This design comes from an exercise in tuning for small area, a short achievable clock period and few clock cycles on the open sky130 flow, not from production work.
Where RTL was checked, it was by simulation tests only, not by an equivalence proof against the original.
Power figures rest on the tool's default switching activity, not on a simulated workload.

// Div
module Div (
    input wire clk,
    input wire reset_total,
    input wire reset_local,
    input wire [31:0] dividend_in,
    input wire [31:0] divisor_in,
    output reg zero_division_flag,
    output wire [31:0] remainder_out,
    output wire [31:0] quotient_out,
    output wire done
);
export LEC_CHECK = 0
export ABC_AREA = 1
export CAP_MARGIN = 20
export CORE_MARGIN = 2
export CORE_UTILIZATION = 65
export CTS_BUF_LIST = sky130_fd_sc_hd__clkbuf_4 sky130_fd_sc_hd__clkbuf_8
export CTS_CLUSTER_SIZE = 20
export SETUP_SLACK_MARGIN = 3.2
export SLEW_MARGIN = 20
create_clock -name core_clock -period 6.0 [get_ports {clk}]
standard.sh (not shown) runs the stock make flow with config.mk's settings and CLKGATE_MAP_FILE= SYNTH_SCRIPT=/design/flow/synth_recipe.tcl, a recipe that flattens the netlist after the stock synthesis.
==> flow/flow/run.sh <==
#!/bin/bash
# Standard layout (the standard.sh) with these changes:
# - adders keep Yosys's default carry-lookahead mapping instead of the
#   Kogge-Stone extra map, and are not turned into half/full adder cells, so
#   ABC maps them;
# - the port buffers are the smallest buffer cell (repair_timing upsizes the
#   ones on critical paths).
set -euo pipefail
export ADDER_MAP_FILE=
export SYNTH_OPERATIONS_ARGS=-nordff
export BUFFER_PORTS_ARGS="-buffer_cell sky130_fd_sc_hd__buf_1"
bash standard.sh > flow_make.log 2>&1
Testbench counts at the start, summed over its fixed seeds: cycles 22,792.
Change:
==> flow/flow/run.sh (replaced) <==
#!/bin/bash
# Standard layout (the standard.sh), with two synthesis choices changed:
# adders keep Yosys's default carry-lookahead mapping instead of the Kogge-Stone
# extra map, and are not turned into half/full adder cells, so ABC maps them.
set -euo pipefail
export ADDER_MAP_FILE=
export SYNTH_OPERATIONS_ARGS=-nordff
bash standard.sh > flow_make.log 2>&1
--- a/flow/config.mk
+++ b/flow/config.mk
@@ -10,5 +10,3 @@
 export CORE_MARGIN = 2
-export CORE_UTILIZATION = 65
-export CTS_BUF_LIST = sky130_fd_sc_hd__clkbuf_4 sky130_fd_sc_hd__clkbuf_8
-export CTS_CLUSTER_SIZE = 20
+export CORE_UTILIZATION = 40
 export SETUP_SLACK_MARGIN = 3.2
What happened:
- synthesized cell count is unchanged
- synthesized area stays the same
- maximum frequency came out lower by 3.7%
- cell area came out higher by 16%
- critical path depth came out higher by 1
- clock-buffer cell count is unchanged
- first-iteration DRC count came out lower by 39%
- utilization came out lower by 21 points
Change:
==> flow/flow/run.sh (replaced) <==
#!/bin/bash
# Standard layout (the standard.sh) with these changes:
# - adders keep Yosys's default carry-lookahead mapping instead of the
#   Kogge-Stone extra map, and are not turned into half/full adder cells, so
#   ABC maps them;
# - the port buffers are the smallest buffer cell (repair_timing upsizes the
#   ones on critical paths).
set -euo pipefail
export ADDER_MAP_FILE=
export SYNTH_OPERATIONS_ARGS=-nordff
export BUFFER_PORTS_ARGS="-buffer_cell sky130_fd_sc_hd__buf_1"
bash standard.sh > flow_make.log 2>&1
--- a/flow/config.mk
+++ b/flow/config.mk
@@ -10,4 +10,6 @@
 export CORE_MARGIN = 2
-export CORE_UTILIZATION = 40
-export SETUP_SLACK_MARGIN = 3.2
+export CORE_UTILIZATION = 60
+export CTS_BUF_LIST = sky130_fd_sc_hd__clkbuf_4 sky130_fd_sc_hd__clkbuf_8
+export CTS_CLUSTER_SIZE = 20
+export SETUP_SLACK_MARGIN = 3.4
 export SLEW_MARGIN = 20
After rerunning:
- total power grows by a few percent
- count of clock-buffer cells in the layout does not change
- routed wire length grows by a little under a tenth
- design area barely changes
- first-iteration DRC count grows by well over a third
- global-route usage grows by 13 points
- final cell count shrinks by a few percent
- register-to-register slack is about the same
- worst setup slack degrades by 0.016 ns
- clock skew grows by 0.0040 ns
- clock power shrinks by a quarter to a third


before:
Div, a different RTL version from the one above (not shown whole).
Size in the first run: ~1,700 cells after synthesis, about 130 I/O pins, about 10,000 um2 of cells after synthesis.
clock: 6.0 ns
lec_check: 0
abc_area: 1
cap_margin: 20
core_margin: 2
core_utilization: 65
cts_buf_list: sky130_fd_sc_hd__clkbuf_4 sky130_fd_sc_hd__clkbuf_8
cts_cluster_size: 20
setup_slack_margin: 3.2
slew_margin: 20
==> flow/flow/run.sh <==
#!/bin/bash
# Standard layout (the standard.sh) with these changes:
# - adders keep Yosys's default carry-lookahead mapping instead of the
#   Kogge-Stone extra map, and are not turned into half/full adder cells, so
#   ABC maps them;
# - the port buffers are the smallest buffer cell (repair_timing upsizes the
#   ones on critical paths).
set -euo pipefail
export ADDER_MAP_FILE=
export SYNTH_OPERATIONS_ARGS=-nordff
export BUFFER_PORTS_ARGS="-buffer_cell sky130_fd_sc_hd__buf_1"
bash standard.sh > flow_make.log 2>&1
before went all the way through the flow, and no timing, DRC or antenna check failed.
Edits applied to the flow inputs when going from before to after:
# before
export LEC_CHECK = 0
export ABC_AREA = 1
export CAP_MARGIN = 20
export CORE_MARGIN = 2
export CORE_UTILIZATION = 65
export CTS_BUF_LIST = sky130_fd_sc_hd__clkbuf_4 sky130_fd_sc_hd__clkbuf_8
export CTS_CLUSTER_SIZE = 20
export SETUP_SLACK_MARGIN = 3.2
export SLEW_MARGIN = 20
create_clock -name core_clock -period 6.0 [get_ports {clk}]
# after
export LEC_CHECK = 0
export ABC_AREA = 1
export CAP_MARGIN = 20
export CORE_MARGIN = 2
export CORE_UTILIZATION = 65
export SETUP_SLACK_MARGIN = 3.2
export SLEW_MARGIN = 20
create_clock -name core_clock -period 6.0 [get_ports {clk}]
==> comparison <==
- The later-pin clock latency in the skew report in after was lower than what before gave.
- The number of buffer and inverter stages on the critical path in after sits 1 above the value recorded for before.
- before → after: critical path depth went up; post-synthesis cell area neither gained nor lost much.
- Total of plain and repair buffers excluding clock buffers (after / before): 1.06
- after vs before — number of global-route vias before repair climbed by a few percent
- | number of clock buffers in the layout | before vs after | ≈ equal |
- Area overhead of the layout relative to synthesis sits higher in after than in before.
- NOTE: routed wire length in after exceeds that of before
- Against before, after comes in 300 um2 higher on design area.
- after has less setup slack than before.
No run of this note included a check of the RTL's function; only the layout flow was run.

afterwards: timing with drivers on the ports:
The flow's constraints put no driver on any port. The routed layouts listed below were extracted and timed again, unchanged, in two steps. Step 1 (the two cells are an assumption about what drives the block):
set clk [get_ports {clk}]
set_driving_cell -lib_cell sky130_fd_sc_hd__clkbuf_16 $clk
set_driving_cell -lib_cell sky130_fd_sc_hd__buf_2 [delete_from_list [all_inputs] $clk]
Step 2 times the ports against the registers' clock, not the clock port: input delays grow and output delays shrink by t, the midpoint of the rising clock arrivals with the driver on. a / b / c = ideal / step 1 / step 2; a / b = the first two.
run	t (ns)	setup WS [ns]	worst data-port slew with drivers (ns)
the first run of note 1	0.503	3.235 / 3.235 / 2.762	0.07
the second run of note 1	0.474	3.129 / 3.110 / 2.636	0.08
the third run of note 1	0.512	3.113 / 3.099 / 2.587	0.07
before	0.514	3.157 / 3.154 / 2.640	0.06
after	0.474	3.032 / 3.058 / 2.584	0.08
After both steps setup and hold are still met in every run listed. The setup slack of the third run of note 1, which loses most, moves by -0.014 ns with the drivers and by -0.526 ns with both steps.
